This is an optimization exercise on Yosys and OpenROAD, whose aim is small area and a short achievable clock period, not a production implementation.
Function was checked by simulation only, so behaviour that the tests miss may differ from the original.

==> flow/design.v (outline; a module is shown in full before it is edited, if it fits) <==
// module mul24: 1694 lines
// module mul24_c004: 631 lines
// module fa_cell: 4 lines
// module neuron: 388 lines
// module u_update: 367 lines
module neuron (CLK, INIT, RESET, SPIKED, V_OUT, U_OUT, I, a, b, c, d);
  // ...
==> flow/run.sh <==
#!/bin/bash
# synth_recipe.tcl (not shown) runs the flow's synth.tcl, then flattens the netlist and writes it again
# the make line also repeats each setting of config.mk as NAME=value (left out here)
make -C /OpenROAD-flow-scripts/flow DESIGN_CONFIG=/design/flow/config.mk WORK_HOME=/design/flow/orfs CLKGATE_MAP_FILE= SYNTH_SCRIPT=/design/flow/synth_recipe.tcl finish
==> flow/config.mk <==
export PLATFORM = sky130hd
export DESIGN_NAME = neuron
export DESIGN_NICKNAME = neuron
export VERILOG_FILES = /design/flow/design.v
export SDC_FILE = /design/flow/constraint.sdc
export NUM_CORES = 4
export LEC_CHECK = 0
export ABC_AREA = 1
export CAP_MARGIN = 50
export CORE_MARGIN = 2
export CORE_UTILIZATION = 60
export PLACE_DENSITY = 0.75
export SLEW_MARGIN = 80
export SYNTH_HIERARCHICAL = 1
export SYNTH_MINIMUM_KEEP_SIZE = 0
==> flow/constraint.sdc <==
create_clock -name core_clock -period 120.0 [get_ports {CLK}]
set_input_delay 24.0000 -clock core_clock [delete_from_list [all_inputs] [get_ports {CLK}]]
set_output_delay 24.0000 -clock core_clock [all_outputs]
set_load 0.01 [all_outputs]
==> results.cfg, run 1 <==
[global_routing]
antenna_found_initial = 22
grt_pass1_vias = 106000

[yosys]
synth_edf_count = 1
synth_compound_area_share_pct = 9.25
yosysMostFrequentCell = nand2_1
synth-xor-area-share_pct = 4.01
synth_cell_types = 89
synth_ff_type = dfxtp_1

[status]
outcome = no timing/DRC/antenna violations

[drt]
avgViaCountPerCell = 6.04
drc = 0
met3_length_microns = 36600
via_count = 108000

[finish]
inv_count = 1936
instances_no_fill = 17800
fin_nets = 18300
mostFrequentLayoutCells = nand2_1, fa_1, inv_1
nonClkBufAreaFrac_pct = 6.81
regArea_sq_um = 1390
finalInstanceArea_sq_um = 121000

[clock_network]
post_cts_resized = 0
clk_latency_ns = 0.38
root_buffer = clkbuf_16

[placement]
dp.cells = 17700

[setup_path]
startpoint_type = flop
worstPathMaxFanout = 40
rr_endpoint = V[30]
cpPeakStageDelay_ns = 0.61
crit_start = V[28]
critPathMostFrequentCell = nand2_1

[floorplanning]
dieArea_sq_um = 182000
die-height_microns = 427
rows = 155

[worst_hold_path]
hp-start = U[31]

[sta]
setup_viol = 0
setup_slack_ns = 52.27
==> run 2, diff against run 1 <==
--- a/flow/config.mk
+++ b/flow/config.mk
@@ -10,6 +10,6 @@
 export CORE_MARGIN = 2
 export CORE_UTILIZATION = 60
 export PLACE_DENSITY = 0.75
-export SLEW_MARGIN = 80
+export SLEW_MARGIN = 70
 export SYNTH_HIERARCHICAL = 1
 export SYNTH_MINIMUM_KEEP_SIZE = 0
==> run 2 against run 1 <==
Compared with the run above: synthesized cell count is the same; final area shrank 6.0%; maximum frequency shrank 0.60%; clock-buffer cell count shrank 1; setup slack lost 0.41 ns; first-iteration DRC count shrank 1.3%; critical path type unchanged.
==> results.cfg, run 2 <==
[yosys]
synth-seq-cells = 64
ys.warnings.count = 10
yosys.area.top_type = fa_1
synthesis.area_sq_um = 107000
synth_cell_types = 89
yosys.area.top_type_share_pct = 33.9
ys_seq_area_share_pct = 1.20
synth_ff_type = dfxtp_1
async_reset_ff_share_pct = 0
synthCells = 15400
synth_commonest_cells = nand2_1, fa_1, inv_1
synthTopCellsByArea = fa_1, nand2_1, ha_1
yosysMostFrequentCell = nand2_1
synth_edf_count = 1
avgSynthCellArea_sq_um = 6.96

[global_routing]
grt_usage_pct = 40.8
grt-ovfl-total = 0
antenna_found_initial = 18
grt_start_max_net_pins = 72
grt_pass1_wl_microns = 582000
grt_pass1_vias = 103000

[sta]
min_period_ns = 68.14
max_slew_margin_pct = 61.8
rsz0062_at_grt = false
clock.fmax_mhz = 14.7
clock_skew_ns = 0.0135
period_share_pct = 56.8
tightestPinTransition_ns = 0.569
finalHoldViolCount = 0
slew_violations = 0
setup_viol = 0
tns_ns = 0

[clock_network]
post_cts_buffers = 0
post_cts_resized = 0
cts_tree = built
cts_buffer_depth = 2
clk_latency_ns = 0.37
postCtsHoldBufs = 0
numCtsBuffers = 9
clk_pin_slew_ns = 0.06
root_buffer = clkbuf_16
htree_num_levels = 3
numClockSinks = 64

[setup_path]
critPathMostFrequentCell = nand2_1
rrSetupSlack_ns = 51.86
critical_path_arrival_ns = 68.40
cpPeakStageDelay_ns = 0.59
cp_slowest_cell = fa_1
required_ns = 120.26
worstPathMaxFanout = 43
cp-end-kind = flop
path_class = flop to flop
startpoint_type = flop

[placement]
globalplace.congestion = 1.02
hpwl_microns = 298000
io_buffers = 227
placed_cell_area_sq_um = 113000

[finish]
layout_commonest_cell = nand2_1
fin_nets = 18000
reg_top3 = U (32), V (32)
post_route_cells_drive_above_1_share_pct = 7.19
mostFrequentLayoutCells = nand2_1, fa_1, inv_1
finalInstanceArea_sq_um = 113000
syn_to_final_growth_pct = 5.75

[drt]
drtIter0Drc = 11200
wl_per_cell_microns = 21.4
avgViaCountPerCell = 5.99
ant_nets = 0
wl_microns = 376000
via_count = 105000
drc = 0
drtPass1Iterations = 7

[floorplanning]
die_w_microns = 427
dieArea_sq_um = 182000
core_area_sq_um = 178000
die-height_microns = 427
initial_core_util_pct = 60.3
ioPinCount = 228
rows = 155

[status]
outcome = no timing/DRC/antenna violations

[worst_hold_path]
min_path_type = flop to flop

[flow_run]
drv_cap = 0
==> run 2: changes by cell type in the layout (fill, tap and decap cells not counted), sizes merged, moves of 3 or more <==
cell | before | now
clkinv | 26 | 23
clkbuf | 41 | 12
buf | 507 | 303
clkdlybuf4s15 | 3 | 0
inv | 1915 | 1918
==> run 2: path summary, 6_finish.rpt <==
| check | from | to | cells after the start |
|---|---|---|---|
| setup / recovery | V[23] | V[30] | 376 |
| hold / removal | U[31] | U[31] | 4 |
| setup reg to reg | V[23] | V[30] | 376 |
| hold reg to reg | U[31] | U[31] | 4 |
==> run 2: final cells by class <==
| cell class | count | area (sq um) |
|---|---|---|
| Sequential cell | 64 | 1380 |
| Multi-Input combinational cell | 12700 | 96400 |
| Antenna cell | 16 | 40.0 |
| Timing Repair Buffer | 533 | 5130 |
| Fill cell | 16500 | 64500 |
| Clock buffer | 9 | 225 |
| Inverter | 1936 | 7340 |
| Clock inverter | 7 | 76.3 |
| Tap cell | 2355 | 2950 |
==> run 2: stage by stage <==
step                      util (%)  instances  setup slack (ns)  hold WS, ns
after floorplan                  -      15400             59.71        0.652
after global placement        62.1      17500             46.91         1.06
after detailed placement      63.2      17500             51.15        0.805
after CTS                     63.4      17600             51.09        0.814
after global routing          63.7      17600             45.67        0.845
final                         63.7      17600             51.86        0.823
==> run 2: kinds of logic (layout without fill, tap and decap cells) <==
| kind of cell | Yosys count | in the layout | synth area share (%) |
|---|---|---|---|
| xor gates and xnor gates | 490 | 490 | 4.01 |
| DFF | 64 | 64 | 1.20 |
| muxes | 28 | 28 | 0.261 |
| and+or+nand+nor | 7680 | 7680 | 30.9 |
| adders and majority gates | 2669 | 2669 | 43.8 |
| buffers and inverters | 2710 | 2485 | 10.6 |
| other | 1 | 31 | 0.00349 |
| AOI/OAI and AO/OA | 1787 | 1787 | 9.25 |
==> run 2: worst max-delay path: cells and delay by family, from the launching register on <==
family | cells | cell delay (ns)
buf+inv | 52 | 8.95
xor+xnor | 11 | 2.00
compound gates | 79 | 14.23
simple gates | 195 | 26.60
flops | 1 | 0.43
fa+ha+maj | 39 | 15.53
==> run 2: routing by layer <==
layer	global-route usage (%)	wire, microns	up-vias	share of wire (%)
met1	51.8	143000	49800	38
met3	7.01	36000	1272	9.6
li1	-	-	48500	-
met5	0	103	-	0.027
met2	66.4	173000	5772	46
met4	22.2	24500	14	6.5
==> run 2: per-module statistics from Yosys (local to each module, per instance) <==
module	flip-flops and latches	cells inside
fa_cell	0	1
neuron	64	7180
u_update	0	3068
mul24_c004	0	375
mul24	0	1080
==> run 3, diff against run 2 <==
--- a/flow/config.mk
+++ b/flow/config.mk
@@ -6,7 +6,7 @@
 export NUM_CORES = 4
 export LEC_CHECK = 0
 export ABC_AREA = 1
-export CAP_MARGIN = 50
+export CAP_MARGIN = 30
 export CORE_MARGIN = 2
 export CORE_UTILIZATION = 60
 export PLACE_DENSITY = 0.75
==> run 3 against run 2 <==
Compared with the run above: synthesized cell count is the same; hold slack got worse by 0.027 ns; flip-flop and latch count unchanged; die area stayed put; routed wire length about the same; cell count about the same; first-iteration DRC count is 0.13% higher; global-route usage down 0.11 points; final area barely moved; non-clock buffer count down 3.
==> results.cfg, run 3 <==
[clock_network]
cts_tree = built
numCtsBuffers = 9
post_cts_buffers = 0
numClockSinks = 64
htree_num_levels = 3
clk_latency_ns = 0.37
cts_buffer_depth = 2
root_buffer = clkbuf_16
postCtsHoldBufs = 0
post_cts_resized = 0
clk_pin_slew_ns = 0.06

[yosys]
synth_edf_count = 1
yosys.area.top_type = fa_1
synthesis.area_sq_um = 107000
ys_seq_area_share_pct = 1.20
yosysMostFrequentCell = nand2_1
ys.warnings.count = 10
synth_cell_types = 89
async_reset_ff_share_pct = 0
synth_commonest_cells = nand2_1, fa_1, inv_1
synth_ff_type = dfxtp_1
synthCells = 15400
avgSynthCellArea_sq_um = 6.96
yosys.area.top_type_share_pct = 33.9
synthTopCellsByArea = fa_1, nand2_1, ha_1
synth-seq-cells = 64

[sta]
min_period_ns = 68.81
max_slew_margin_pct = 55.7
period_share_pct = 57.3
rsz0062_at_grt = false
tightestPinTransition_ns = 0.658
slew_violations = 0
clock.fmax_mhz = 14.5
tns_ns = 0
clock_skew_ns = 0.0115
hold_ws_ns = 0.797
finalHoldViolCount = 0
setup_viol = 0

[floorplanning]
die-height_microns = 427
dieArea_sq_um = 182000
core_area_sq_um = 178000
rows = 155
ioPinCount = 228
die_w_microns = 427
initial_core_util_pct = 60.3

[setup_path]
cpPeakStageDelay_ns = 0.69
critical_path_arrival_ns = 69.06
required_ns = 120.25
critPathMostFrequentCell = nand2_1
cp-end-kind = flop
startpoint_type = flop
worstPathMaxFanout = 43
path_class = flop to flop
cp_slowest_cell = fa_1

[flow_run]
drv_cap = 0

[finish]
fin_nets = 18000
mostFrequentLayoutCells = nand2_1, fa_1, inv_1
post_route_cells_drive_above_1_share_pct = 7.12
layout_commonest_cell = nand2_1
n_fill_cell = 16500
reg_top3 = U (32), V (32)
post-route-util_pct = 63.7
syn_to_final_growth_pct = 5.70

[worst_hold_path]
min_path_type = flop to flop

[drt]
drtIter0Drc = 11200
wl_per_cell_microns = 21.4
ant_nets = 0
avgViaCountPerCell = 6.00
drc = 0
wl_microns = 376000
via_count = 105000
drtPass1Iterations = 8

[global_routing]
antenna_found_initial = 18
grt_usage_pct = 40.7
grt_pass1_wl_microns = 581000
grt_start_max_net_pins = 72
grt-ovfl-total = 0
grt_pass1_vias = 104000

[placement]
io_buffers = 227
hpwl_microns = 297000
globalplace.congestion = 1.02

[status]
outcome = no timing/DRC/antenna violations
[run 3: worst max-delay path, delay by kind of cell (launching register included)]
family	cells	cell delay (ns)
and+or+nand+nor	192	26.36
adders and majority gates	39	15.67
AOI/OAI and AO/OA	81	14.96
buffers and inverters	50	8.88
xor gates and xnor gates	11	1.98
DFF	1	0.55
[run 3: worst paths after layout]
check             startpoint  endpoint  slack, ns  cells after the start
setup / recovery       V[23]     V[30]      51.19                    373
hold / removal         U[31]     U[31]       0.80                      4
setup reg to reg       V[23]     V[30]      51.19                    373
hold reg to reg        U[31]     U[31]       0.80                      4
[run 3: kinds of logic after synthesis]
family	share of synthesized area, %
AO/OA/AOI/OAI	9.25
XOR/XNOR	4.01
adder cells (fa/ha/maj)	43.8
buffers and inverters	10.6
flip-flops	1.20
multiplexers	0.261
other	0.00349
AND/OR/NAND/NOR	30.9
[run 3: layout make-up]
type	count	area, sq um	share of cell area (%)
Multi-Input combinational cell	12700	96300	84.9
Inverter	1936	7340	6.47
Clock buffer	9	225	0.199
Clock inverter	7	76.3	0.0673
Antenna cell	18	45.0	0.0397
Tap cell	2355	2950	2.60
Timing Repair Buffer	530	5090	4.49
Sequential cell	64	1380	1.21
[run 3: stage by stage]
| step | std cells | cell area, sq um | setup slack (ns) |
|---|---|---|---|
| 2_1_floorplan | 15400 | 107000 | 59.71 |
| 3_3_place_gp | 17500 | 111000 | 46.91 |
| 3_5_place_dp | 17500 | 113000 | 51.27 |
| 4_1_cts | 17600 | 113000 | 51.12 |
| 5_1_grt | 17600 | 113000 | 44.57 |
| 6_report | 17600 | 113000 | 51.19 |
[run 3: layer usage]
metal / wire [microns] / GRT usage, % / vias to the layer above
li1: - / - / 48500
met1: 143000 / 51.3 / 50000
met2: 173000 / 66.2 / 5697
met3: 35800 / 7.17 / 1265
met4: 24700 / 22.8 / 10
met5: 71 / 0.0794 / -
[run 3: per-module statistics from Yosys, one instance, submodules excluded]
| module | cells inside | flip-flops and latches | area, sq um |
|---|---|---|---|
| neuron | 7180 | 64 | 40500 |
| u_update | 3068 | 0 | 17000 |
| mul24 | 1080 | 0 | 5260 |
| mul24_c004 | 375 | 0 | 2640 |
| fa_cell | 1 | 0 | 20.0 |
==> run 4, diff against run 3 <==
==> flow/flow/run.sh (new file) <==
#!/bin/bash
set -euo pipefail
W=$(pwd)
bash "$W/standard.sh" SETUP_SLACK_MARGIN=60 finish > "$W/flow_make.log" 2>&1
==> flow/standard.sh (new file) <==
#!/bin/bash
# synth_recipe.tcl (not shown) runs the flow's synth.tcl, then flattens the netlist and writes it again
# the make line also repeats each setting of config.mk as NAME=value (left out here)
make -C /OpenROAD-flow-scripts/flow DESIGN_CONFIG=/design/flow/config.mk WORK_HOME=/design/flow/orfs CLKGATE_MAP_FILE= SYNTH_SCRIPT=/design/flow/synth_recipe.tcl "${@:-finish}"
--- a/flow/config.mk
+++ b/flow/config.mk
@@ -6,7 +6,7 @@
 export NUM_CORES = 4
 export LEC_CHECK = 0
 export ABC_AREA = 1
-export CAP_MARGIN = 30
+export CAP_MARGIN = 50
 export CORE_MARGIN = 2
 export CORE_UTILIZATION = 60
 export PLACE_DENSITY = 0.75
removed: flow/run.sh
==> run 4 against run 3 <==
Compared with the run above: via count rose by 5.0%; routed wire length rose by 7.6%; non-clock buffer count rose by 481; critical path depth fell by 177; die area did not move; synthesized area did not move; cell count rose by 2.9%; global-route usage rose by 1.1 points; maximum frequency rose by 17%; largest cell class unchanged.
==> results.cfg, run 4 <==
[yosys]
synthCells = 15400
synth-seq-cells = 64
yosysMostFrequentCell = nand2_1
avgSynthCellArea_sq_um = 6.96
synthTopCellsByArea = fa_1, nand2_1, ha_1
yosys.area.top_type = fa_1
synth_edf_count = 1
yosys.area.top_type_share_pct = 33.9
synth_cell_types = 89
synth_commonest_cells = nand2_1, fa_1, inv_1
ys_seq_area_share_pct = 1.20
synth_ff_type = dfxtp_1
ys.warnings.count = 10
synthesis.area_sq_um = 107000
async_reset_ff_share_pct = 0

[clock_network]
numCtsBuffers = 9
postCtsHoldBufs = 0
clk_pin_slew_ns = 0.06
cts_buffer_depth = 2
root_buffer = clkbuf_16
cts_tree = built
numClockSinks = 64
htree_num_levels = 3
clk_latency_ns = 0.40

[drt]
wl_per_cell_microns = 22.4
ant_nets = 0
avgViaCountPerCell = 6.12
drtIter0Drc = 12600
via_count = 111000
drc = 0
wl_microns = 405000
drtPass1Iterations = 10

[setup_path]
critical_path_arrival_ns = 58.86
cp_slowest_cell = fa_2
cp-end-kind = flop
critPathMostFrequentCell = nand2_1
r2r_start = V[22]
worstRegToRegCells = 381
path_class = primary input to flop
cpPeakStageDelay_ns = 0.61
worstPathMaxFanout = 24
rrSetupSlack_ns = 62.67
rr_endpoint = V[30]
startpoint_type = primary input
required_ns = 120.28

[finish]
post_route_cells_drive_above_1_share_pct = 14.1
fin_nets = 18600
mostFrequentLayoutCells = nand2_1, fa_1, inv_1
instances_no_fill = 18100
syn_to_final_growth_pct = 14.5
post-route-util_pct = 69.0
reg_top3 = U (32), V (32)
layout_commonest_cell = nand2_1

[sta]
rsz0062_at_grt = false
finalHoldViolCount = 0
min_period_ns = 58.58
setup_viol = 0
clock.fmax_mhz = 17.1
max_slew_margin_pct = 60.1
period_share_pct = 48.8
tightestPinTransition_ns = 0.592
slew_violations = 0
clock_skew_ns = 0.0187
tns_ns = 0

[worst_hold_path]
min_path_cells = 4
min_path_type = flop to flop
hp-start = U[31]
worst_hold_path.endpoint = U[31]

[global_routing]
grt_pass1_wl_microns = 596000
grt_start_max_net_pins = 54
antenna_found_initial = 9
grt-ovfl-total = 0
grt_usage_pct = 41.8
grt_pass1_vias = 105000

[floorplanning]
die_w_microns = 427
die-height_microns = 427
initial_core_util_pct = 60.3
ioPinCount = 228
rows = 155
core_area_sq_um = 178000
dieArea_sq_um = 182000

[flow_run]
drv_cap = 0

[placement]
globalplace.congestion = 1.08
io_buffers = 227
hpwl_microns = 297000
dp.cells = 17500

[status]
outcome = no timing/DRC/antenna violations
-- run 4: cell count changes in the layout (fill, tap and decap cells not counted), sizes merged, moves of 5 or more --
cell,before,now
bufbuf,0,11
clkbuf,11,68
nand3,1567,1575
diode,18,8
nand2,4873,4898
clkinv,25,30
clkinvlp,1,10
buf,297,739
clkdlybuf4s50,226,192
inv,1916,1906
-- run 4: worst max-delay path by stage --
stage / startpoint / depth (start not counted) / slack [ns] / endpoint
after floorplan: V[28] / 373 / 60.13 / V[30]
after global placement: V[27] / 357 / 47.67 / V[30]
after detailed placement: V[23] / 377 / 50.79 / V[30]
after CTS: b[4] / 203 / 60.00 / U[30]
after global routing: V[29] / 388 / 58.91 / V[30]
final: b[5] / 196 / 61.42 / U[30]
-- run 4: modules after synthesis (local to each module, per instance) --
module	copies in the design	flops+latches	area, sq um	cells inside
mul24	3	0	5260	1080
mul24_c004	1	0	2640	375
u_update	1	0	17000	3068
fa_cell	1566	0	20.0	1
neuron	1	64	40500	7180
-- run 4: worst max-delay path, delay by kind of cell --
kind                       cells  cell delay (ns)
AOI/OAI and AO/OA             38             5.94
xor gates and xnor gates       6             1.10
buffers and inverters         36             4.65
and+or+nand+nor               87            10.96
adders and majority gates     29            12.07
-- run 4: through the flow --
| step | hold WS [ns] | instance area, sq um | setup slack [ns] |
|---|---|---|---|
| after detailed placement | 0.788 | 113000 | 50.79 |
| after floorplan | 0.652 | 107000 | 60.13 |
| after global routing | 0.819 | 123000 | 58.91 |
| after global placement | 0.965 | 110000 | 47.67 |
| final | 0.806 | 123000 | 61.42 |
| after CTS | 0.796 | 116000 | 60.00 |
-- run 4: layout make-up --
| cell class | instances | area [sq um] |
|---|---|---|
| multi-input cells | 12700 | 100000 |
| fillers | 15100 | 55200 |
| repair buffers | 1011 | 10500 |
| inverters | 1936 | 7580 |
| well taps | 2355 | 2950 |
| flip-flops and latches | 64 | 1380 |
| clock buffers | 10 | 229 |
| clock inverters | 6 | 83.8 |
| repair inverters | 6 | 45.0 |
| diodes | 8 | 20.0 |
-- run 4: kinds of logic (layout without fill, tap and decap cells) --
group	count (synthesis)	count (layout)	synth area share, %
buffers and inverters	2710	2969	10.6
and+or+nand+nor	7680	7716	30.9
other	1	23	0.00349
adders and majority gates	2669	2669	43.8
muxes	28	28	0.261
xor gates and xnor gates	490	490	4.01
AOI/OAI and AO/OA	1787	1788	9.25
DFF	64	64	1.20
-- run 4: timing repair --
action | CTS | global route
resized for setup | 336 | 770
buffers inserted | 124 | 295
pin swaps | 94 | 326
cloned | 43 | 63
setup endpoints to repair | 63 | 62
-- run 4: routing by layer --
| layer | share of wire [%] | global-route usage [%] |
|---|---|---|
| met1 | 37 | 53.9 |
| met2 | 44 | 65.1 |
| met3 | 11 | 7.81 |
| met4 | 8.1 | 26.2 |
| met5 | 0.0064 | 0 |

==> static timing again, ports no longer ideal <==
How much do the figures lean on ideal ports? The routed layouts below were timed once more, with nothing changed but the port constraints. Step 1: set_driving_cell puts a clkbuf_16 on CLK and a buf_2 on each other input, an assumption about the parent block. Step 2 also shifts input and output timing later by t, the mid clock arrival at the registers, as if the neighbouring blocks saw the same clock. Slacks: no drivers / after step 1 / after step 2; pairs: no drivers / after step 1.
| run | shift t [ns] | setup slack, ns | worst setup path after step 2 | worst register clock-pin slew, ns |
|---|---|---|---|---|
| run 1 | 0.418 | 52.271 / 52.271 / 52.271 | register to register | 0.08 / 0.08 |
| run 2 | 0.412 | 51.860 / 51.860 / 51.860 | register to register | 0.07 / 0.07 |
| run 3 | 0.416 | 51.193 / 51.193 / 51.193 | register to register | 0.07 / 0.07 |
| run 4 | 0.450 | 61.420 / 61.457 / 61.007 | input to register | 0.07 / 0.07 |
After both steps setup and hold are still met in every run listed. For run 4, which loses most, drivers alone change the setup slack by +0.037 ns; drivers and shift together by -0.413 ns.
